This is an optimization exercise on Yosys and OpenROAD, whose aim is small area, not a production implementation.
Where RTL was checked, it was by simulation tests only, not by an equivalence proof against the original.
The RTL of runs 1 to 3 was laid out without a check of its function.
The clock port is modelled as an ideal driver; clocking choices that lean on that would not hold on a real chip.
Power figures rest on the tool's default switching activity, not on a simulated workload.

==> design.v <==
module t1b_ultrasonic(
    input clk_50M, reset, echo_rx,
    output reg trig,
    output op,
    output wire [15:0] distance_out
);
localparam [8:0] R0 = 9'b011001011, R242 = 9'b111001001;
wire rwrap, r204, r241;
reg        started;          
reg        meas;             
reg [10:0] q;
reg [8:0]  rs;                 
wire [8:0] r = rs ^ R0;
reg [8:0]  dreg;
wire [8:0] RNEXT = {r[7:0], ~(r[8] ^ r[3])};
assign rwrap = ((r ^ 9'b100010111) & 9'b011100111) == 9'd0;    
assign r204  = ((r ^ 9'b001101110) & 9'b110001111) == 9'd0;    
assign r241  = ((r ^ 9'b011100100) & 9'b011101011) == 9'd0;    
wire qa    = &q[10:4];
wire ew    = qa & q[3] & q[1] & ~q[0];                             
wire rclr  = load | rwrap;
wire cq    = (rwrap & ~ew) | (qa & q[3] & ~q[1] & q[0] & r204);   
wire mwrap = meas & ~q[10] & q[8] & q[7] & q[5] & q[4] & q[3] & q[2] & r241;  
wire load  = echo_rx & (ew | mwrap);
always @(*)
    trig = started & qa & ((q[3] & ~q[1]) | (~q[3] & q[2] & q[1] & q[0] & rwrap));
assign distance_out = {{7{&dreg[8:6]}}, dreg};
assign op = (dreg <= 9'd70);
always @(posedge clk_50M or negedge reset) begin
    if (!reset) begin
        started <= 1'b0;
        dreg    <= 9'd0;
    end else begin
        started <= 1'b1;
        if (started & meas & ~echo_rx)
            dreg <= q[8:0];
    end
end
wire setq = load | ~started;
wire [8:0] rs_next = (rclr ? R0 : RNEXT) ^ R0;
always @(posedge clk_50M) begin
    meas <= started & echo_rx & (meas | ew);
    rs   <= ~started ? (R242 ^ R0) : rs_next;
    q    <= ((q + {10'd0, cq}) | {11{setq}}) & {7'h7f, started, 3'b111};
end
endmodule
==> flow/run.sh <==
#!/bin/bash
# Standard ORFS flow (the standard.sh, standard synthesis unchanged) with
# three layout settings changed:
#  - after floorplan, the combinational logic is re-mapped for area with
#    OpenROAD's restructure (flow/rmp.tcl, with the platform's don't-use
#    cells filtered out of its liberty by flow/libfilter.py); registers are
#    left as synthesized,
#  - port buffers use the smallest buffer (buf_1) instead of clkdlybuf4s50_1,
#  - the clock tree is one root buffer and CLKBUF_N leaf buffers
#    (flow/clkbuf.tcl) instead of TritonCTS's H-tree.
# Every tool's output goes to the ORFS logs; make's output to standard.log.
set -euo pipefail
here=$(pwd)
cat >> config.mk <<EOC
export POST_FLOORPLAN_TCL = $here/flow/rmp.tcl
export BUFFER_PORTS_ARGS = -buffer_cell sky130_fd_sc_hd__buf_1
export PRE_CTS_TCL = $here/flow/clkbuf.tcl
export CTS_ARGS = -clk_nets clk_50M
export CLKBUF_CELL = sky130_fd_sc_hd__clkbuf_8
export CLKBUF_N = 2
export CLKROOT_CELL = sky130_fd_sc_hd__clkbuf_1
EOC
bash standard.sh > standard.log 2>&1
==> flow/clkbuf.tcl <==
# Pre-CTS hook: a two-level clock tree sized for this small design, in place
# of TritonCTS's H-tree. The clock port drives one root buffer (CLKROOT_CELL),
# which drives CLKBUF_N leaf buffers (CLKBUF_CELL); the register clock pins
# are split into CLKBUF_N groups of nearly equal size by x position, and each
# leaf buffer sits at its group's centroid. CTS then runs with
# -clk_nets clk_50M, sees a single sink and leaves the tree as it is.
set cell  $::env(CLKBUF_CELL)
set nbuf  $::env(CLKBUF_N)
set block [ord::get_db_block]
set clknet [$block findNet clk_50M]
set master [[ord::get_db] findMaster $cell]
set rootm  [[ord::get_db] findMaster $::env(CLKROOT_CELL)]
set sinks {}
foreach it [$clknet getITerms] {
  set bb [[$it getInst] getBBox]
  lappend sinks [list $it [expr {([$bb xMin] + [$bb xMax]) / 2}] [expr {([$bb yMin] + [$bb yMax]) / 2}]]
}
set sinks [lsort -integer -index 1 $sinks]
set n [llength $sinks]
set root [odb::dbInst_create $block $rootm clkbuf_root]
set rootnet [odb::dbNet_create $block clknet_root]
$rootnet setSigType CLOCK
[$root findITerm A] connect $clknet
[$root findITerm X] connect $rootnet
set rx 0; set ry 0
for {set g 0} {$g < $nbuf} {incr g} {
  set lo [expr {$g * $n / $nbuf}]
  set hi [expr {($g + 1) * $n / $nbuf - 1}]
  set inst [odb::dbInst_create $block $master clkbuf_leaf_$g]
  set net [odb::dbNet_create $block clknet_leaf_$g]
  $net setSigType CLOCK
  set sx 0; set sy 0; set k 0
  foreach s [lrange $sinks $lo $hi] {
    lassign $s it x y
    $it disconnect
    $it connect $net
    set sx [expr {$sx + $x}]; set sy [expr {$sy + $y}]; incr k
  }
  [$inst findITerm A] connect $rootnet
  [$inst findITerm X] connect $net
  $inst setLocation [expr {$sx / $k}] [expr {$sy / $k}]
  $inst setPlacementStatus PLACED
  set rx [expr {$rx + $sx / $k}]; set ry [expr {$ry + $sy / $k}]
  puts "clkbuf.tcl: clkbuf_leaf_$g ($cell) drives $k sinks"
}
$root setLocation [expr {$rx / $nbuf}] [expr {$ry / $nbuf}]
$root setPlacementStatus PLACED
detailed_placement
==> flow/libfilter.py <==
#!/usr/bin/env python3
# Writes a copy of a liberty file without the cells whose names match any of
# the given glob patterns (the platform's DONT_USE_CELLS), for restructure,
# which maps to every cell of the liberty file it is given.
import fnmatch, re, sys
src, dst = sys.argv[1], sys.argv[2]
pats = sys.argv[3].split()
text = open(src).read()
out = []
pos = 0
dropped = 0
for m in re.finditer(r'\n\s*cell\s*\(\s*"?([\w]+)"?\s*\)\s*\{', text):
    if m.start() < pos:
        continue
    name = m.group(1)
    if not any(fnmatch.fnmatch(name, p) for p in pats):
        continue
    # find the matching closing brace of this cell group
    depth = 0
    i = m.end() - 1
    while True:
        c = text[i]
        if c == '{':
            depth += 1
        elif c == '}':
            depth -= 1
            if depth == 0:
                break
        i += 1
    out.append(text[pos:m.start()])
    pos = i + 1
    dropped += 1
out.append(text[pos:])
open(dst, 'w').write(''.join(out))
print("libfilter: dropped %d cells" % dropped)
==> flow/rmp.tcl <==
# Post-floorplan hook: area recovery on the combinational logic. Removes the
# buffers that synthesis inserted and re-maps the logic between registers and
# ports for area with OpenROAD's restructure (ABC). Registers are untouched.
# restructure maps to any cell of the liberty file it is given, so it gets a
# copy without the platform's don't-use cells (flow/libfilter.py).
set rmp_lib $::env(OBJECTS_DIR)/restructure.lib
exec python3 [file dirname [info script]]/libfilter.py \
  [lindex $::env(LIB_FILES) 0] $rmp_lib $::env(DONT_USE_CELLS)
remove_buffers
restructure -target area \
  -liberty_file $rmp_lib \
  -tielo_port sky130_fd_sc_hd__conb_1/LO -tiehi_port sky130_fd_sc_hd__conb_1/HI \
  -work_dir $::env(OBJECTS_DIR) -abc_logfile $::env(LOG_DIR)/2_1_restructure_abc.log
report_design_area
# restructure can leave tie cells whose outputs drive nothing; remove them
set block [ord::get_db_block]
foreach inst [$block getInsts] {
  if {[[$inst getMaster] getName] ne "sky130_fd_sc_hd__conb_1"} { continue }
  set used 0
  foreach it [$inst getITerms] {
    if {![$it isOutputSignal]} { continue }
    set n [$it getNet]
    if {$n eq "NULL"} { continue }
    if {[llength [$n getITerms]] > 1 || [llength [$n getBTerms]] > 0} { set used 1 }
  }
  if {$used} { continue }
  foreach it [$inst getITerms] {
    set n [$it getNet]
    if {$n eq "NULL"} { continue }
    $it disconnect
    if {[llength [$n getITerms]] == 0 && [llength [$n getBTerms]] == 0} { odb::dbNet_destroy $n }
  }
  puts "rmp.tcl: removed unused tie cell [$inst getName]"
  odb::dbInst_destroy $inst
}
report_design_area
==> standard.sh <==
#!/bin/bash
# synth_recipe.tcl (not shown) runs the flow's synth.tcl, then flattens the netlist and writes it again
# the make line also repeats each setting of config.mk as NAME=value (left out here)
make -C /OpenROAD-flow-scripts/flow DESIGN_CONFIG=/design/flow/config.mk WORK_HOME=/design/flow/orfs CLKGATE_MAP_FILE= SYNTH_SCRIPT=/design/flow/synth_recipe.tcl "${@:-finish}"
==> config.mk <==
export PLATFORM = sky130hd
export DESIGN_NAME = t1b_ultrasonic
export DESIGN_NICKNAME = t1b_ultrasonic
export VERILOG_FILES = /design/flow/design.v
export SDC_FILE = /design/flow/constraint.sdc
export NUM_CORES = 4
export LEC_CHECK = 0
export CAP_MARGIN = 20
export CORE_MARGIN = 2
export CORE_UTILIZATION = 40
export GPL_TIMING_DRIVEN = 0
export SLEW_MARGIN = 20
export POST_FLOORPLAN_TCL = /design/flow/flow/rmp.tcl
export BUFFER_PORTS_ARGS = -buffer_cell sky130_fd_sc_hd__buf_1
export PRE_CTS_TCL = /design/flow/flow/clkbuf.tcl
export CTS_ARGS = -clk_nets clk_50M
export CLKBUF_CELL = sky130_fd_sc_hd__clkbuf_8
export CLKBUF_N = 2
export CLKROOT_CELL = sky130_fd_sc_hd__clkbuf_1
==> constraint.sdc <==
create_clock -name core_clock -period 20.0 [get_ports {clk_50M}]
set_input_delay 4.0000 -clock core_clock [delete_from_list [all_inputs] [get_ports {clk_50M}]]
set_output_delay 4.0000 -clock core_clock [all_outputs]
set_load 0.01 [all_outputs]
==> results of run 1 <==
[worst max-delay path: stages (launching register included)]
cell	delay, ns
dfxtp_1	0.39
nand4_1	0.22
nor4_1	0.31
clkinv_1	0.14
o21ai_0	0.14
clkinv_1	0.13
nand2_1	0.12
nor2_1	0.06
nand2_1	0.09
clkinv_1	0.07
nor2_1	0.13
nor3_1	0.07
buf_1	0.13
[layout by cell type, fill, tap and decap left out]
cell type	Yosys	layout
o21ai_0	4	8
clkbuf_8	0	2
dfxtp_1	21	21
dfrtp_1	10	10
o22ai_1	1	3
a21oi_1	0	4
nor2_1	5	21
clkbuf_1	1	1
nand4b_1	1	1
and3_1	3	1
nor3_1	6	6
o2bb2ai_1	0	5
o21a_1	1	1
a21o_1	1	1
or2_0	0	1
nor4_1	1	7
buf_1	0	20
nand3b_1	1	1
nor2b_1	0	1
o221ai_1	0	2
a22o_1	0	1
conb_1	1	1
nand4_1	2	5
clkinv_1	0	22
nand2_1	14	5
[power by group through the flow]
stage / logic, W / clock network, W / registers (W)
6_report: 0.0000121 / 0.0000262 / 0.0000744
5_1_grt: 0.0000139 / 0.0000301 / 0.0000755
4_1_cts: 0.0000124 / 0.0000207 / 0.0000759
3_5_place_dp: 0.0000123 / 0 / 0.0000758
3_3_place_gp: 0.0000122 / 0 / 0.0000756
2_1_floorplan: 0.00000249 / 0 / 0.0000657
[registers in the layout, indices dropped and copies added, names as in the netlist]
register,count
dreg,9
rs,9
q,11
meas,1
started,1
[worst max-delay path by stage]
stage	startpoint	end	slack [ns]	cells past startpoint
2_1_floorplan	rs[1]$_SDFF_PN1_	trig	14.47	5
3_3_place_gp	q[8]$_DFF_P_	trig	14.07	12
3_5_place_dp	q[7]$_DFF_P_	trig	14.05	12
4_1_cts	q[7]$_DFF_P_	trig	14.04	12
5_1_grt	q[8]$_DFF_P_	trig	13.26	12
6_report	q[8]$_DFF_P_	trig	13.66	12
[routing by layer]
metal  track usage (%)  share of wire [%]  vias to the layer above
met3              1.07                2.6                        0
met2              20.1                 50                       11
met5                 0                  0                        -
met4              1.39                  0                        0
li1                  -                  -                      492
met1              15.5                 48                      432
[metrics by stage]
step	cells	power [W]	hold slack [ns]	cell area (µm²)
2_1_floorplan	131	0.0000682	0.422	1400
3_3_place_gp	194	0.0000878	0.407	1290
3_5_place_dp	194	0.0000881	0.409	1290
4_1_cts	197	0.000109	0.409	1320
5_1_grt	197	0.000120	0.456	1320
6_report	197	0.000113	0.420	1320
[logic make-up after synthesis]
| family | after synthesis | synth area share, % |
|---|---|---|
| buf+inv | 13 | 5.81 |
| compound gates | 13 | 6.62 |
| xor+xnor | 9 | 5.64 |
| mux | 8 | 6.44 |
| simple gates | 54 | 25.5 |
| fa+ha+maj | 2 | 1.79 |
| flops | 31 | 47.9 |
| other cells | 1 | 0.268 |
[layout make-up]
type | count | area, µm² | area share, %
multi-input combinational | 75 | 405 | 30.7
tap | 46 | 57.6 | 4.35
inverter | 22 | 82.6 | 6.24
sequential | 31 | 671 | 50.7
buffer | 3 | 31.3 | 2.37
timing repair buffer | 20 | 75.1 | 5.68
==> reports/metrics.yaml, run 1 <==
place_congestion: 0.871
overflow: 0
r2r-start: "q[4]$_DFF_P_"
skew_ns: 0.0128
syn-num-nets: 136
vias_per_cell: 4.75
setup_viol: 0
grt_first_pass_wirelength_mm: 3.93
synth_cells: 131
grt.total_usage_pct: 11.4
fin_nets: 156
reg2reg_to: "q[9]$_DFF_P_"
design.die.area_mm2: 0.00399
cp-end-kind: "primary output"
port_buffers: 20
clk_latency_ns: 0.35
worstMarginPinSlew_ns: 0.770
p_leak_nw: 0.466
seqPwrFrac_pct: 66.0
finalMaxSlewViolations: 0
crit_path_start_kind: "flop"
synth_top_cell_by_area: "dfxtp_1"
crit_type: "reg -> out"
crit_fanout: 4
tns_ns: 0
utilization_pct: 39.6
clock.fmax_mhz: 158
drtIter0Drc: 59
post_cts_buffers: 0
ios: 21
layout_setup_ws_ns: 13.66
r2r_setup_slack_ns: 17.37
synth_commonest_cells: "21 x dfxtp_1, 14 x nand2_1, 10 x dfrtp_1"
synth-seq-area-share_pct: 47.9
place_ws_ns: 14.05
status: "no timing/DRC/antenna violations"
yosysMostFrequentCell: "dfxtp_1"
rsz0062_at_grt: "no"
first_pass_iters: 4
remaining_drc_errors: 0
drt-total-wl_mm: 2.15
total_switching_power_w: 0.0000291
maxSlewHeadroom_pct: 48.1
vdd_drop_max_uv: 31.7
final_antenna_net_count: 0
vias: 935
wl_per_cell_um: 10.9
die_w_um: 63.1
synth_edf_count: 0
yosys_warnings: 1
synthArstFlopShare_pct: 32.3
core-area_mm2: 0.00334
synthFlopType: "dfxtp_1"
hp-start: "rs[2]$_SDFF_PP0_"
synth.avg_cell_area_um2: 10.7
drive_gt1_share_pct: 1.32
path_clk_slew_ns: 0.08
initial_core_util_pct: 41.9
whs_endpoint: "rs[3]$_SDFF_PN0_"
ctsHoldBuffers: 0
combinationalPowerShare_pct: 10.8
clkPwrFrac_pct: 23.2
cp.arrival_ns: 2.34
grt_max_degree: 17
powerDensity_mw_per_mm2: 85.2
p_sw_share_pct: 25.8
hold_depth: 1
min_period_ns: 6.34
antenna_found_initial: 0
fillers: 348
ys_seq_elements: 31
hpwlAfterDp_mm: 1.74
yosysTopAreaCellShare_pct: 30.1
required_ns: 16.00
grt_pass1_vias: 909
fp-row-count: 21
syn-cell-area_mm2: 0.00140
hold_class: "reg -> reg"
synthDistinctLibCells: 42
die_y_um: 63.1
syn2layout_area_growth_pct: -5.46
synth_area_leaders: "dfxtp_1 30%, dfrtp_1 18%, mux2_2 6.4%"
period_share_pct: 31.7
n_antenna_cell: 0
ctsResizeCount: 0
hold_viol_final: 0
intPower_w: 0.0000836
drv_cap: 0
reg2reg_depth: 14
==> inputs of run 2 (changes only) <==
--- a/design.v
+++ b/design.v
@@ -32,5 +32,5 @@
         dreg    <= 9'd0;
     end else begin
-        started <= 1'b1;
+        started <= reset;     
         if (started & meas & ~echo_rx)
             dreg <= q[8:0];
--- a/flow/run.sh
+++ b/flow/run.sh
@@ -1,13 +1,16 @@
 #!/bin/bash
 # Standard ORFS flow (the standard.sh, standard synthesis unchanged) with
-# three layout settings changed:
+# three layout changes:
 #  - after floorplan, the combinational logic is re-mapped for area with
 #    OpenROAD's restructure (flow/rmp.tcl, with the platform's don't-use
 #    cells filtered out of its liberty by flow/libfilter.py); registers are
-#    left as synthesized,
+#    left as synthesized. The re-mapped netlist is checked against the
+#    synthesized one (flow/eqcheck.sh, Yosys equivalence with registers paired
+#    by name); if the check fails, floorplan is redone without restructure,
 #  - port buffers use the smallest buffer (buf_1) instead of clkdlybuf4s50_1,
 #  - the clock tree is one root buffer and CLKBUF_N leaf buffers
 #    (flow/clkbuf.tcl) instead of TritonCTS's H-tree.
-# Every tool's output goes to the ORFS logs; make's output to standard.log.
+# Each tool's output goes to the ORFS logs, make's output to standard*.log,
+# the equivalence check's to eqcheck*.log.
 set -euo pipefail
 here=$(pwd)
@@ -21,3 +24,14 @@
 export CLKROOT_CELL = sky130_fd_sc_hd__clkbuf_1
 EOC
+res=$here/orfs/results/$FLOW_PLATFORM/t1b_ultrasonic/base
+bash standard.sh floorplan > standard_floorplan.log 2>&1
+printf 'read_db %s\nwrite_verilog %s\n' $res/2_1_floorplan.odb $here/floorplan_netlist.v > write_fp_netlist.tcl
+openroad -no_init -exit write_fp_netlist.tcl > write_fp_netlist.log 2>&1
+if bash flow/eqcheck.sh $res/1_2_yosys.v $here/floorplan_netlist.v eqcheck.log; then
+  echo "restructured netlist proven equivalent" > eqcheck_result.txt
+else
+  echo "restructured netlist NOT proven equivalent; floorplan redone without restructure" > eqcheck_result.txt
+  rm -f $res/2_*
+  RMP_SKIP=1 bash standard.sh floorplan > standard_floorplan_norestructure.log 2>&1
+fi
 bash standard.sh > standard.log 2>&1
==> flow/eqcheck.sh (new file) <==
#!/bin/bash
# eqcheck.sh SYNTH_NETLIST.v LAYOUT_NETLIST.v LOG
# Combinational equivalence of two netlists of this design whose registers
# have the same names (Yosys: cells read as their liberty functions, equal
# register outputs paired by name, every register input and output proven
# equal). Exits 0 only if everything is proven.
lib=$FLOW_HOME/platforms/sky130hd/lib/sky130_fd_sc_hd__tt_025C_1v80.lib
yosys_exe=/OpenROAD-flow-scripts/tools/install/yosys/bin/yosys
[[ -x $yosys_exe ]] || yosys_exe=yosys
$yosys_exe -p "
read_liberty -ignore_miss_func $lib; read_verilog -sv $1; hierarchy -top t1b_ultrasonic
flatten; proc; async2sync; opt_clean; rename t1b_ultrasonic gold; design -stash gold
read_liberty -ignore_miss_func $lib; read_verilog -sv $2; hierarchy -top t1b_ultrasonic
flatten; proc; async2sync; opt_clean; rename t1b_ultrasonic gate; design -stash gate
design -copy-from gold -as gold gold; design -copy-from gate -as gate gate
equiv_make gold gate equiv; hierarchy -top equiv; equiv_simple; equiv_status -assert" > $3 2>&1
--- a/flow/rmp.tcl
+++ b/flow/rmp.tcl
@@ -8,4 +8,8 @@
   [lindex $::env(LIB_FILES) 0] $rmp_lib $::env(DONT_USE_CELLS)
 remove_buffers
+if {[info exists ::env(RMP_SKIP)] && $::env(RMP_SKIP)} {
+  puts "rmp.tcl: restructure skipped"
+  return
+}
 restructure -target area \
   -liberty_file $rmp_lib \
==> run 2 against run 1 <==
Still clean on timing, DRC and antenna; die area shrank 0.25%; worst setup slack gained 0.49 ns; clock power grew 4%; first-iteration DRC count shrank 8.5%.
==> reports/metrics.yaml, run 2 <==
vias_per_cell: 4.98  # was 4.75
largest_reg_flops: 11  # unchanged
port_buffers: 20  # unchanged
routed-wl-met2_mm: 1.09  # was 1.07 mm
layout_common_cells: "25 x clkinv_1, 21 x dfxtp_1, 20 x buf_1, 20 x nor2_1, 12 x o21ai_0"  # was 22 x clkinv_1, 21 x dfxtp_1, 21 x nor2_1
worstMarginPinSlew_ns: 0.803  # was 0.770 ns
crit_path_start_kind: "flop"  # unchanged
drtIter0Drc: 54  # was 59
initial_core_util_pct: 41.8  # was 41.9%
synthDistinctLibCells: 41  # was 42
cp.arrival_ns: 1.85  # was 2.34 ns
largestRegisters: "q: 11 flops, dreg: 9 flops, rs: 9 flops"  # unchanged
finalMaxSlewViolations: 0  # unchanged
ctsResizeCount: 0  # unchanged
synth_commonest_cells: "21 x dfxtp_1, 14 x nand2_1, 10 x dfrtp_1"  # unchanged
wl_met1_mm: 1.14  # was 1.03 mm
cpMostUsedCell: "a21oi_1"  # was clkinv_1
yosys_warnings: 1  # unchanged
final_common_cell: "clkinv_1"  # unchanged
die_y_um: 63.1  # about the same
grt.total_usage_pct: 12.0  # was 11.4%
ys_seq_elements: 31  # unchanged
ios: 21  # unchanged
clkPwrFrac_pct: 28.9  # was 23.2%
wl_per_cell_um: 11.8  # was 10.9 µm
finalNonFillerCells: 201  # was 197
n_antenna_cell: 0  # unchanged
dp.cells: 198  # was 194
routed.top_layer: "met4"  # was met3
drt-total-wl_mm: 2.36  # was 2.15 mm
die_w_um: 63.1  # about the same
cpPeakStageDelay_ns: 0.33  # was 0.39 ns
total_switching_power_w: 0.0000203  # was 0.0000291 W
reg2reg_to: "q[9]$_DFF_P_"  # unchanged
regMostFlops: "q"  # unchanged
grt_first_pass_wirelength_mm: 4.04  # was 3.93 mm
fin_nets: 160  # was 156
ctsHoldBuffers: 0  # unchanged
place_congestion: 0.840  # was 0.871
crit_fanout: 3  # was 4
hold_viol_final: 0  # unchanged
clock.fmax_mhz: 171  # was 158 MHz
synth_area_leaders: "dfxtp_1 30%, dfrtp_1 18%, mux2_2 6.5%"  # was dfxtp_1 30%, dfrtp_1 18%, mux2_2 6.4%
fillers: 355  # was 348
seqPwrFrac_pct: 68.1  # was 66.0%
p_sw_share_pct: 21.5  # was 25.8%
design.die.area_mm2: 0.00398  # was 0.00399 mm²
r2r_setup_slack_ns: 17.48  # was 17.37 ns
crit_type: "reg -> out"  # unchanged
drv_cap: 0  # unchanged
hold_class: "reg -> reg"  # unchanged
drive_gt1_share_pct: 1.29  # was 1.32%
hpwlAfterDp_mm: 1.86  # was 1.74 mm
status: "no timing/DRC/antenna violations"  # unchanged
hp-start: "rs[2]$_SDFF_PP0_"  # unchanged
crit_chain: "nand3b_1, nor4_1, a21oi_1, nor2_1, nand2_1, a21oi_1, buf_1"  # was nand4_1, nor4_1, clkinv_1, o21ai_0, clkinv_1, nand2_1, nor2_1, nand2_1, clkinv_1, nor2_1, nor3_1, buf_1
grt_max_degree: 17  # unchanged
skew_ns: 0.00252  # was 0.0128 ns
r2r-start: "rs[1]$_SDFF_PN1_"  # was q[4]$_DFF_P_
hold_depth: 1  # unchanged
reg2reg_depth: 12  # was 14
yosysMostFrequentCell: "dfxtp_1"  # unchanged
routed-wl-met3_um: 109  # was 56 µm
tns_ns: 0  # unchanged
vias: 1001  # was 935
powerDensity_mw_per_mm2: 70.4  # was 85.2 mW/mm²
antenna_found_initial: 0  # unchanged
synth_edf_count: 0  # unchanged
syn2layout_area_growth_pct: -3.95  # was -5.46%
yosysTopAreaCellShare_pct: 30.1  # about the same
remaining_drc_errors: 0  # unchanged
critPathSlowestCell: "dfxtp_1"  # unchanged
syn-cell-area_mm2: 0.00140  # about the same
period_share_pct: 29.2  # was 31.7%
fp-row-count: 21  # unchanged
first_pass_iters: 4  # unchanged
combinationalPowerShare_pct: 3.0  # was 10.8%
syn-num-nets: 135  # was 136
final_antenna_net_count: 0  # unchanged
synthArstFlopShare_pct: 32.3  # unchanged
overflow: 0  # unchanged
cp-end-kind: "primary output"  # unchanged
synth-seq-area-share_pct: 48.1  # was 47.9%
utilization_pct: 40.2  # was 39.6%
min_period_ns: 5.85  # was 6.34 ns
required_ns: 16.00  # about the same
setup_viol: 0  # unchanged
clk_latency_ns: 0.36  # was 0.35 ns
synth.avg_cell_area_um2: 10.7  # about the same
intPower_w: 0.0000741  # was 0.0000836 W
synthFlopType: "dfxtp_1"  # unchanged
path_clk_slew_ns: 0.09  # was 0.08 ns
maxSlewHeadroom_pct: 46.3  # was 48.1%
synth_top_cell_by_area: "dfxtp_1"  # unchanged
vdd_drop_max_uv: 23.5  # was 31.7 µV
synth_cells: 130  # was 131
p_leak_nw: 0.502  # was 0.466 nW
whs_endpoint: "rs[3]$_SDFF_PN0_"  # unchanged
core-area_mm2: 0.00334  # unchanged
post_cts_buffers: 0  # unchanged
rsz0062_at_grt: "no"  # unchanged
grt_pass1_vias: 928  # was 909
==> run 2: changes by cell type in the layout (fill, tap and decap cells not counted), moves of 2 or more <==
cell       change
o2bb2ai_1      -2
clkinv_1       +3
nand2_1        -3
o21ai_0        +4
o22ai_1        +3
==> run 2: through the flow <==
stage / worst slack, ns / instance area (µm²) / hold WS [ns] / total power [W]
after detailed placement: 14.39 / 1310 / 0.415 / 0.0000685
after CTS: 14.38 / 1340 / 0.415 / 0.0000893
final: 14.15 / 1340 / 0.425 / 0.0000944
after global routing: 13.94 / 1340 / 0.467 / 0.0000982
after global placement: 14.41 / 1310 / 0.405 / 0.0000685
after floorplan: 14.47 / 1400 / 0.422 / 0.0000681
==> run 2: power by group through the flow <==
stage	registers, W	logic (W)	clock network (W)
floorplan	0.0000657	0.00000247	0
global placement	0.0000656	0.00000283	0
detailed placement	0.0000656	0.00000292	0
CTS	0.0000656	0.00000292	0.0000207
global route	0.0000645	0.00000327	0.0000304
finish	0.0000643	0.00000287	0.0000272
==> run 2: per-layer routing <==
layer | track usage [%] | vias up
li1 | - | 508
met3 | 1.25 | 2
met2 | 21.5 | 26
met4 | 1.39 | 0
met1 | 16.0 | 465
met5 | 0 | -
==> run 2: cell families (layout without fill, tap and decap cells) <==
family / Yosys count / after routing / share of synthesized area (%)
AO/OA/AOI/OAI: 13 / 30 / 6.64
adder cells (fa/ha/maj): 2 / 0 / 1.79
multiplexers: 8 / 0 / 6.46
AND/OR/NAND/NOR: 54 / 46 / 25.6
buffers and inverters: 13 / 48 / 5.83
flip-flops: 31 / 31 / 48.1
XOR/XNOR: 9 / 0 / 5.65
==> run 2: worst max-delay path by stage <==
stage | startpoint | endpoint | slack, ns | depth (start not counted)
2_1_floorplan | rs[1]$_SDFF_PN1_ | trig | 14.47 | 5
3_3_place_gp | echo_rx | dreg[3]$_DFFE_PN0P_ | 14.41 | 4
3_5_place_dp | echo_rx | dreg[3]$_DFFE_PN0P_ | 14.39 | 4
4_1_cts | echo_rx | dreg[3]$_DFFE_PN0P_ | 14.38 | 4
5_1_grt | rs[1]$_SDFF_PN1_ | trig | 13.94 | 7
6_report | rs[1]$_SDFF_PN1_ | trig | 14.15 | 7
==> run 2: worst max-delay path: cells and delay by family, from the launching register on <==
kind | cells | cell delay, ns
flops | 1 | 0.33
buf+inv | 1 | 0.17
simple gates | 4 | 0.73
compound gates | 2 | 0.25
==> run 2: area by class of cell <==
type	instances	area, µm²	area share, %
plain buffers	3	31.3	2.33
inverters	25	93.8	7.00
repair buffers	20	75.1	5.60
flip-flops and latches	31	671	50.0
multi-input cells	76	412	30.7
well taps	46	57.6	4.30
==> inputs of run 3 (changes only) <==
--- a/design.v
+++ b/design.v
@@ -5,5 +5,5 @@
     output wire [15:0] distance_out
 );
-localparam [8:0] R0 = 9'b011001011, R242 = 9'b111001001;
+localparam [8:0] R0 = 9'b011101001, R242 = 9'b011100001;
 wire rwrap, r204, r241;
 reg        started;          
@@ -14,7 +14,7 @@
 reg [8:0]  dreg;
 wire [8:0] RNEXT = {r[7:0], ~(r[8] ^ r[3])};
-assign rwrap = ((r ^ 9'b100010111) & 9'b011100111) == 9'd0;    
-assign r204  = ((r ^ 9'b001101110) & 9'b110001111) == 9'd0;    
-assign r241  = ((r ^ 9'b011100100) & 9'b011101011) == 9'd0;    
+assign rwrap = ((r ^ 9'b111010110) & 9'b101110111) == 9'd0;    
+assign r204  = ((r ^ 9'b011111001) & 9'b000111111) == 9'd0;    
+assign r241  = ((r ^ 9'b001110000) & 9'b111111000) == 9'd0;    
 wire qa    = &q[10:4];
 wire ew    = qa & q[3] & q[1] & ~q[0];                             
==> run 3 against run 2 <==
Still clean on timing, DRC and antenna; design area unchanged; total power shrank 1.3%; die area shrank 1.6%; critical path type unchanged.
==> reports/metrics.yaml, run 3 <==
status: "no timing/DRC/antenna violations"  # unchanged
drive_gt1_share_pct: 1.32  # was 1.29%
synth_edf_count: 0  # unchanged
synth_cells: 129  # was 130
synthFlopType: "dfxtp_1"  # unchanged
cpPeakStageDelay_ns: 0.40  # was 0.33 ns
reg2reg_to: "q[8]$_DFF_P_"  # was q[9]$_DFF_P_
crit_type: "reg -> out"  # unchanged
maxSlewHeadroom_pct: 54.2  # was 46.3%
first_pass_iters: 4  # unchanged
required_ns: 16.00  # about the same
antenna_found_initial: 0  # unchanged
critPathTopFamily: "simple AND/OR/NAND/NOR gates"  # unchanged
hold_class: "reg -> reg"  # unchanged
p_leak_nw: 0.521  # was 0.502 nW
drtIter0Drc: 71  # was 54
reg2reg_depth: 11  # was 12
synth_area_leaders: "dfxtp_1 31%, dfrtp_1 18%, mux2_2 6.6%"  # was dfxtp_1 30%, dfrtp_1 18%, mux2_2 6.5%
yosys_warnings: 1  # unchanged
hold_depth: 1  # unchanged
final_antenna_net_count: 0  # unchanged
worstMarginPinSlew_ns: 0.685  # was 0.803 ns
tns_ns: 0  # unchanged
die_w_um: 62.6  # was 63.1 µm
layout_common_cells: "22 x clkinv_1, 21 x dfxtp_1, 21 x nor2_1"  # was 25 x clkinv_1, 21 x dfxtp_1, 20 x buf_1, 20 x nor2_1, 12 x o21ai_0
n_antenna_cell: 0  # unchanged
utilization_pct: 40.5  # was 40.2%
regMostFlops: "q"  # unchanged
final_common_cell: "clkinv_1"  # unchanged
synth_commonest_cells: "21 x dfxtp_1, 12 x nand2_1, 10 x dfrtp_1"  # was 21 x dfxtp_1, 14 x nand2_1, 10 x dfrtp_1
syn2layout_area_growth_pct: -2.28  # was -3.95%
synth_top_cell_by_area: "dfxtp_1"  # unchanged
intPower_w: 0.0000736  # was 0.0000741 W
fp-row-count: 21  # unchanged
path_clk_slew_ns: 0.09  # about the same
min_period_ns: 6.09  # was 5.85 ns
p_sw_share_pct: 20.9  # was 21.5%
drv_cap: 0  # unchanged
setup_viol: 0  # unchanged
overflow: 0  # unchanged
ctsHoldBuffers: 0  # unchanged
hp-start: "rs[7]$_SDFF_PN0_"  # was rs[2]$_SDFF_PP0_
rsz0062_at_grt: "no"  # unchanged
clkPwrFrac_pct: 28.8  # was 28.9%
grt_first_pass_wirelength_mm: 4.14  # was 4.04 mm
crit_cells: 7  # unchanged
skew_ns: 0.00283  # was 0.00252 ns
ys_seq_elements: 31  # unchanged
fin_nets: 157  # was 160
die_y_um: 62.6  # was 63.1 µm
hold_viol_final: 0  # unchanged
clock.fmax_mhz: 164  # was 171 MHz
design.die.area_mm2: 0.00391  # was 0.00398 mm²
synth.avg_cell_area_um2: 10.6  # was 10.7 µm²
core-area_mm2: 0.00331  # was 0.00334 mm²
seqPwrFrac_pct: 68.7  # was 68.1%
cp.arrival_ns: 2.09  # was 1.85 ns
r2r_setup_slack_ns: 17.36  # was 17.48 ns
r2r-start: "q[7]$_DFF_P_"  # was rs[1]$_SDFF_PN1_
syn-num-nets: 134  # was 135
grt.total_usage_pct: 12.3  # was 12.0%
crit_fanout: 4  # was 3
post_cts_buffers: 0  # unchanged
remaining_drc_errors: 0  # unchanged
cp-end-kind: "primary output"  # unchanged
grt_pass1_vias: 950  # was 928
synthDistinctLibCells: 40  # was 41
syn-cell-area_mm2: 0.00137  # was 0.00140 mm²
crit_chain: "nand4_1, nor3_1, a31oi_1, nor2_1, nand2_1, a211oi_1, buf_1"  # was nand3b_1, nor4_1, a21oi_1, nor2_1, nand2_1, a21oi_1, buf_1
synth-seq-area-share_pct: 48.9  # was 48.1%
synthArstFlopShare_pct: 32.3  # unchanged
power.total_w: 0.0000931  # was 0.0000944 W
vdd_drop_max_uv: 20.8  # was 23.5 µV
largest_reg_flops: 11  # unchanged
yosysTopAreaCellShare_pct: 30.7  # was 30.1%
cp.buffers_inverters: 1  # unchanged
period_share_pct: 30.4  # was 29.2%
ctsResizeCount: 0  # unchanged
port_buffers: 20  # unchanged
vias_per_cell: 4.85  # was 4.98
powerDensity_mw_per_mm2: 69.5  # was 70.4 mW/mm²
vias: 961  # was 1001
whs_endpoint: "rs[8]$_SDFF_PP0_"  # was rs[3]$_SDFF_PN0_
grt_max_degree: 17  # unchanged
crit_path_start_kind: "flop"  # unchanged
wl_per_cell_um: 12.0  # was 11.8 µm
largestRegisters: "q: 11 flops, dreg: 9 flops, rs: 9 flops"  # unchanged
yosysMostFrequentCell: "dfxtp_1"  # unchanged
ios: 21  # unchanged
finalMaxSlewViolations: 0  # unchanged
fillers: 350  # was 355
critPathSlowestCell: "dfxtp_1"  # unchanged
clk_latency_ns: 0.35  # was 0.36 ns
hpwlAfterDp_mm: 1.87  # was 1.86 mm
drt-total-wl_mm: 2.38  # was 2.36 mm
total_switching_power_w: 0.0000195  # was 0.0000203 W
initial_core_util_pct: 41.4  # was 41.8%
combinationalPowerShare_pct: 2.5  # was 3.0%
place_congestion: 0.816  # was 0.840
[run 3: changes by cell type after synthesis, moves of 2 or more]
| cell | previous run | this run |
|---|---|---|
| and3_1 | 3 | 1 |
| and3_2 | 2 | 0 |
| and3b_1 | 0 | 2 |
| inv_1 | 3 | 1 |
| nand2_1 | 14 | 12 |
| nand3b_1 | 1 | 3 |
| nor2b_1 | 0 | 3 |
| o31ai_1 | 0 | 2 |
| or2b_1 | 3 | 1 |
[run 3: power by group through the flow]
stage | Sequential, W | Combinational (W) | Clock [W]
4_1_cts | 0.0000653 | 0.00000240 | 0.0000207
2_1_floorplan | 0.0000652 | 0.00000191 | 0
3_5_place_dp | 0.0000653 | 0.00000242 | 0
5_1_grt | 0.0000641 | 0.00000271 | 0.0000297
6_report | 0.0000639 | 0.00000236 | 0.0000268
3_3_place_gp | 0.0000653 | 0.00000232 | 0
[run 3: cell families (layout without fill, tap and decap cells)]
logic type      count (synthesis)  count (layout)  synth area share (%)
xor+xnor                        9               0                  5.75
simple gates                   56              47                  25.5
mux                             8               0                  6.57
flops                          31              31                  48.9
compound gates                 13              29                  6.39
fa+ha+maj                       2               0                  1.82
buf+inv                        10              45                  5.11
[run 3: area by class of cell]
| type | instances | area (µm²) | area share (%) |
|---|---|---|---|
| Buffer | 3 | 31.3 | 2.33 |
| Sequential cell | 31 | 671 | 50.0 |
| Multi-Input combinational cell | 76 | 423 | 31.6 |
| Timing Repair Buffer | 20 | 75.1 | 5.60 |
| Tap cell | 46 | 57.6 | 4.30 |
| Inverter | 22 | 82.6 | 6.16 |
[run 3: per-layer routing]
metal / track usage (%) / vias up / routed length (µm)
met3: 1.62 / 2 / 73
li1: - / 502 / -
met5: 0 / - / 0
met1: 15.4 / 449 / 1120
met4: 1.11 / 0 / 19
met2: 23.3 / 8 / 1160
[run 3: worst max path at each step]
| stage | from | to | slack, ns |
|---|---|---|---|
| finish | q[7]$_DFF_P_ | trig | 13.91 |
| global placement | q[7]$_DFF_P_ | trig | 14.34 |
| CTS | echo_rx | dreg[1]$_DFFE_PN0P_ | 14.28 |
| floorplan | rs[6]$_SDFF_PN0_ | trig | 14.89 |
| global route | q[7]$_DFF_P_ | trig | 13.73 |
| detailed placement | echo_rx | dreg[1]$_DFFE_PN0P_ | 14.28 |
[run 3: per-stage QoR]
stage                     cell area, µm²  cells  hold slack [ns]  worst slack, ns
after CTS                           1340    198            0.420            14.28
after global routing                1340    198            0.449            13.73
after floorplan                     1370    129            0.398            14.89
after global placement              1310    195            0.410            14.34
after detailed placement            1310    195            0.420            14.28
final                               1340    198            0.424            13.91
==> inputs of run 4 (changes only) <==
--- a/design.v
+++ b/design.v
@@ -5,5 +5,5 @@
     output wire [15:0] distance_out
 );
-localparam [8:0] R0 = 9'b011101001, R242 = 9'b011100001;
+localparam [8:0] R0 = 9'b000111010, R242 = 9'b000111000;
 wire rwrap, r204, r241;
 reg        started;          
@@ -14,7 +14,7 @@
 reg [8:0]  dreg;
 wire [8:0] RNEXT = {r[7:0], ~(r[8] ^ r[3])};
-assign rwrap = ((r ^ 9'b111010110) & 9'b101110111) == 9'd0;    
-assign r204  = ((r ^ 9'b011111001) & 9'b000111111) == 9'd0;    
-assign r241  = ((r ^ 9'b001110000) & 9'b111111000) == 9'd0;    
+assign rwrap = ((r ^ 9'b001110101) & 9'b101011111) == 9'd0;    
+assign r204  = ((r ^ 9'b010111110) & 9'b110001111) == 9'd0;    
+assign r241  = ((r ^ 9'b000011100) & 9'b001111110) == 9'd0;    
 wire qa    = &q[10:4];
 wire ew    = qa & q[3] & q[1] & ~q[0];                             
==> run 4 against run 3 <==
Highest routed layer unchanged; via count is 0.83% lower; global-route usage is 0.80 points lower; largest cell class unchanged; clock power hardly changed.
==> reports/metrics.yaml, run 4 <==
cp-end-kind: "primary output"  # unchanged
powerDensity_mw_per_mm2: 69.5  # about the same
vias_per_cell: 4.79  # was 4.85
grt.total_usage_pct: 11.5  # was 12.3%
die_y_um: 62.5  # was 62.6 µm
syn-cell-area_mm2: 0.00137  # about the same
final_antenna_net_count: 0  # unchanged
ctsHoldBuffers: 0  # unchanged
tns_ns: 0  # unchanged
layout_common_cells: "22 x clkinv_1, 22 x nor2_1, 21 x dfxtp_1"  # was 22 x clkinv_1, 21 x dfxtp_1, 21 x nor2_1
rsz0062_at_grt: "no"  # unchanged
synthDistinctLibCells: 38  # was 40
total_switching_power_w: 0.0000191  # was 0.0000195 W
crit_fanout: 4  # unchanged
syn2layout_area_growth_pct: -2.38  # was -2.28%
crit_path_start_kind: "flop"  # unchanged
hold_viol_final: 0  # unchanged
grt_pass1_vias: 913  # was 950
core-area_mm2: 0.00331  # unchanged
intPower_w: 0.0000737  # was 0.0000736 W
worstMarginPinSlew_ns: 0.711  # was 0.685 ns
design.die.area_mm2: 0.00391  # about the same
setup_viol: 0  # unchanged
crit_type: "reg -> out"  # unchanged
synth.avg_cell_area_um2: 10.6  # about the same
vdd_drop_max_uv: 32.6  # was 20.8 µV
remaining_drc_errors: 0  # unchanged
overflow: 0  # unchanged
synth_area_leaders: "dfxtp_1 31%, dfrtp_1 18%, mux2_2 5.8%"  # was dfxtp_1 31%, dfrtp_1 18%, mux2_2 6.6%
initial_core_util_pct: 41.3  # was 41.4%
clk_latency_ns: 0.36  # was 0.35 ns
hold_class: "reg -> reg"  # unchanged
ios: 21  # unchanged
grt_max_degree: 17  # unchanged
vias: 953  # was 961
hpwlAfterDp_mm: 1.69  # was 1.87 mm
drive_gt1_share_pct: 1.31  # was 1.32%
synth_edf_count: 0  # unchanged
regMostFlops: "q"  # unchanged
synthFlopType: "dfxtp_1"  # unchanged
drt-total-wl_mm: 2.17  # was 2.38 mm
wl_per_cell_um: 10.9  # was 12.0 µm
drv_cap: 0  # unchanged
port_buffers: 20  # unchanged
yosys_warnings: 1  # unchanged
drtIter0Drc: 64  # was 71
clkPwrFrac_pct: 28.5  # was 28.8%
combinationalPowerShare_pct: 2.8  # was 2.5%
ys_seq_elements: 31  # unchanged
first_pass_iters: 4  # unchanged
min_period_ns: 6.97  # was 6.09 ns
skew_ns: 0.00795  # was 0.00283 ns
fin_nets: 158  # was 157
largestRegisters: "q: 11 flops, dreg: 9 flops, rs: 9 flops"  # unchanged
period_share_pct: 34.8  # was 30.4%
synth-seq-area-share_pct: 49.0  # was 48.9%
synth_top_cell_by_area: "dfxtp_1"  # unchanged
seqPwrFrac_pct: 68.7  # about the same
grt_first_pass_wirelength_mm: 3.90  # was 4.14 mm
clock.fmax_mhz: 144  # was 164 MHz
n_antenna_cell: 0  # unchanged
status: "no timing/DRC/antenna violations"  # unchanged
synth_commonest_cells: "21 x dfxtp_1, 17 x nand2_1, 10 x dfrtp_1"  # was 21 x dfxtp_1, 12 x nand2_1, 10 x dfrtp_1
synthArstFlopShare_pct: 32.3  # unchanged
yosysTopAreaCellShare_pct: 30.7  # about the same
fp-row-count: 21  # unchanged
maxSlewHeadroom_pct: 52.5  # was 54.2%
utilization_pct: 40.4  # was 40.5%
post_cts_buffers: 0  # unchanged
path_clk_slew_ns: 0.09  # about the same
antenna_found_initial: 0  # unchanged
syn-num-nets: 134  # unchanged
p_leak_nw: 0.506  # was 0.521 nW
place_congestion: 0.841  # was 0.816
cp.arrival_ns: 2.97  # was 2.09 ns
p_sw_share_pct: 20.6  # was 20.9%
largest_reg_flops: 11  # unchanged
die_w_um: 62.5  # was 62.6 µm
ctsResizeCount: 0  # unchanged
required_ns: 16.00  # about the same
finalMaxSlewViolations: 0  # unchanged
yosysMostFrequentCell: "dfxtp_1"  # unchanged
synth_cells: 129  # unchanged
[run 4: cell count changes in the layout (fill, tap and decap cells not counted), sizes merged, moves of 2 or more]
| cell | delta |
|---|---|
| a211oi | -2 |
| a21oi | +2 |
| nand2 | +5 |
| nand3 | -3 |
| nand4 | -2 |
| nand4b | +2 |
[run 4: path summary, 6_finish.rpt]
check                                       from                  end  slack, ns  depth (start not counted)
worst min-delay path            rs[5]$_SDFF_PN0_     rs[6]$_SDFF_PP0_       0.43                          1
max in group asynchronous                  reset  dreg[5]$_DFFE_PN0P_      16.06                          1
worst min register to register  rs[5]$_SDFF_PN0_     rs[6]$_SDFF_PP0_       0.43                          1
min in group asynchronous                  reset  dreg[7]$_DFFE_PN0P_       3.59                          1
worst max-delay path                q[7]$_DFF_P_                 trig      13.03                         13
worst max register to register      q[7]$_DFF_P_        q[10]$_DFF_P_      16.81                         16
[run 4: power groups by stage]
stage                     Combinational (W)  Sequential, W   Clock, W
final                            0.00000259      0.0000638  0.0000265
after global routing             0.00000300      0.0000639  0.0000305
after CTS                        0.00000268      0.0000652  0.0000207
after detailed placement         0.00000266      0.0000651          0
after global placement           0.00000263      0.0000651          0
after floorplan                  0.00000195      0.0000652          0
[run 4: logic make-up (layout without fill, tap and decap cells)]
group / Yosys count / after routing / synth area share (%)
AO/OA/AOI/OAI: 10 / 27 / 5.76
XOR/XNOR: 10 / 0 / 6.40
adder cells (fa/ha/maj): 2 / 0 / 1.83
buffers and inverters: 11 / 45 / 5.21
flip-flops: 31 / 31 / 49.0
multiplexers: 7 / 0 / 5.76
AND/OR/NAND/NOR: 58 / 50 / 26.1
[run 4: routing by layer]
metal	up-vias	track usage [%]	share of wire, %
li1	500	-	-
met1	441	14.6	47
met2	10	21.2	49
met3	2	1.26	2.5
met4	0	1.94	1.6
met5	-	0	0
[run 4: critical path: stages, from the launching register on]
cell	delay, ns
dfxtp_1	0.35
clkinv_1	0.12
nor4_1	0.52
nand4b_1	0.22
nor3_1	0.34
clkinv_1	0.11
a21oi_1	0.20
or2_0	0.19
nor2_1	0.07
nand2_1	0.09
clkinv_1	0.07
nor2_1	0.12
nor3_1	0.07
buf_1	0.13
[run 4: area by class of cell]
type | count | area [µm²]
Buffer | 3 | 31.3
Fill cell | 348 | 1970
Inverter | 22 | 82.6
Multi-Input combinational cell | 77 | 419
Sequential cell | 31 | 671
Tap cell | 46 | 57.6
Timing Repair Buffer | 20 | 75.1
[run 4: metrics by stage]
step	instances	setup WS, ns	hold slack [ns]	power [W]	cell area [µm²]
floorplan	129	14.85	0.392	0.0000671	1370
global placement	196	13.48	0.414	0.0000678	1310
detailed placement	196	13.44	0.421	0.0000678	1310
CTS	199	13.43	0.420	0.0000886	1340
global route	199	12.60	0.445	0.0000975	1340
finish	199	13.03	0.430	0.0000929	1340

-- what the ideal ports hide --
The flow's constraints put no driver on any port. The routed layouts listed below were extracted and timed again, unchanged, in two steps. Step 1 (the two cells are an assumption about what drives the block):
set clk [get_ports {clk_50M}]
set_driving_cell -lib_cell sky130_fd_sc_hd__clkbuf_16 $clk
set_driving_cell -lib_cell sky130_fd_sc_hd__buf_2 [delete_from_list [all_inputs] $clk]
Step 2 also shifts input and output timing later by t, the mid clock arrival at the registers, as if the neighbouring blocks saw the same clock. Three values: ideal ports, drivers, drivers and shift; two values: the first two.
run | shift t [ns] | setup WS [ns] | worst register clock-pin slew, ns
run 1 | 0.366 | 13.664 / 13.641 / 14.008 | 0.10 / 0.10
run 2 | 0.384 | 14.151 / 14.128 / 14.358 | 0.09 / 0.09
run 3 | 0.377 | 13.911 / 13.887 / 14.264 | 0.09 / 0.09
run 4 | 0.377 | 13.032 / 13.006 / 13.383 | 0.09 / 0.09
After both steps every run listed still meets setup and hold.
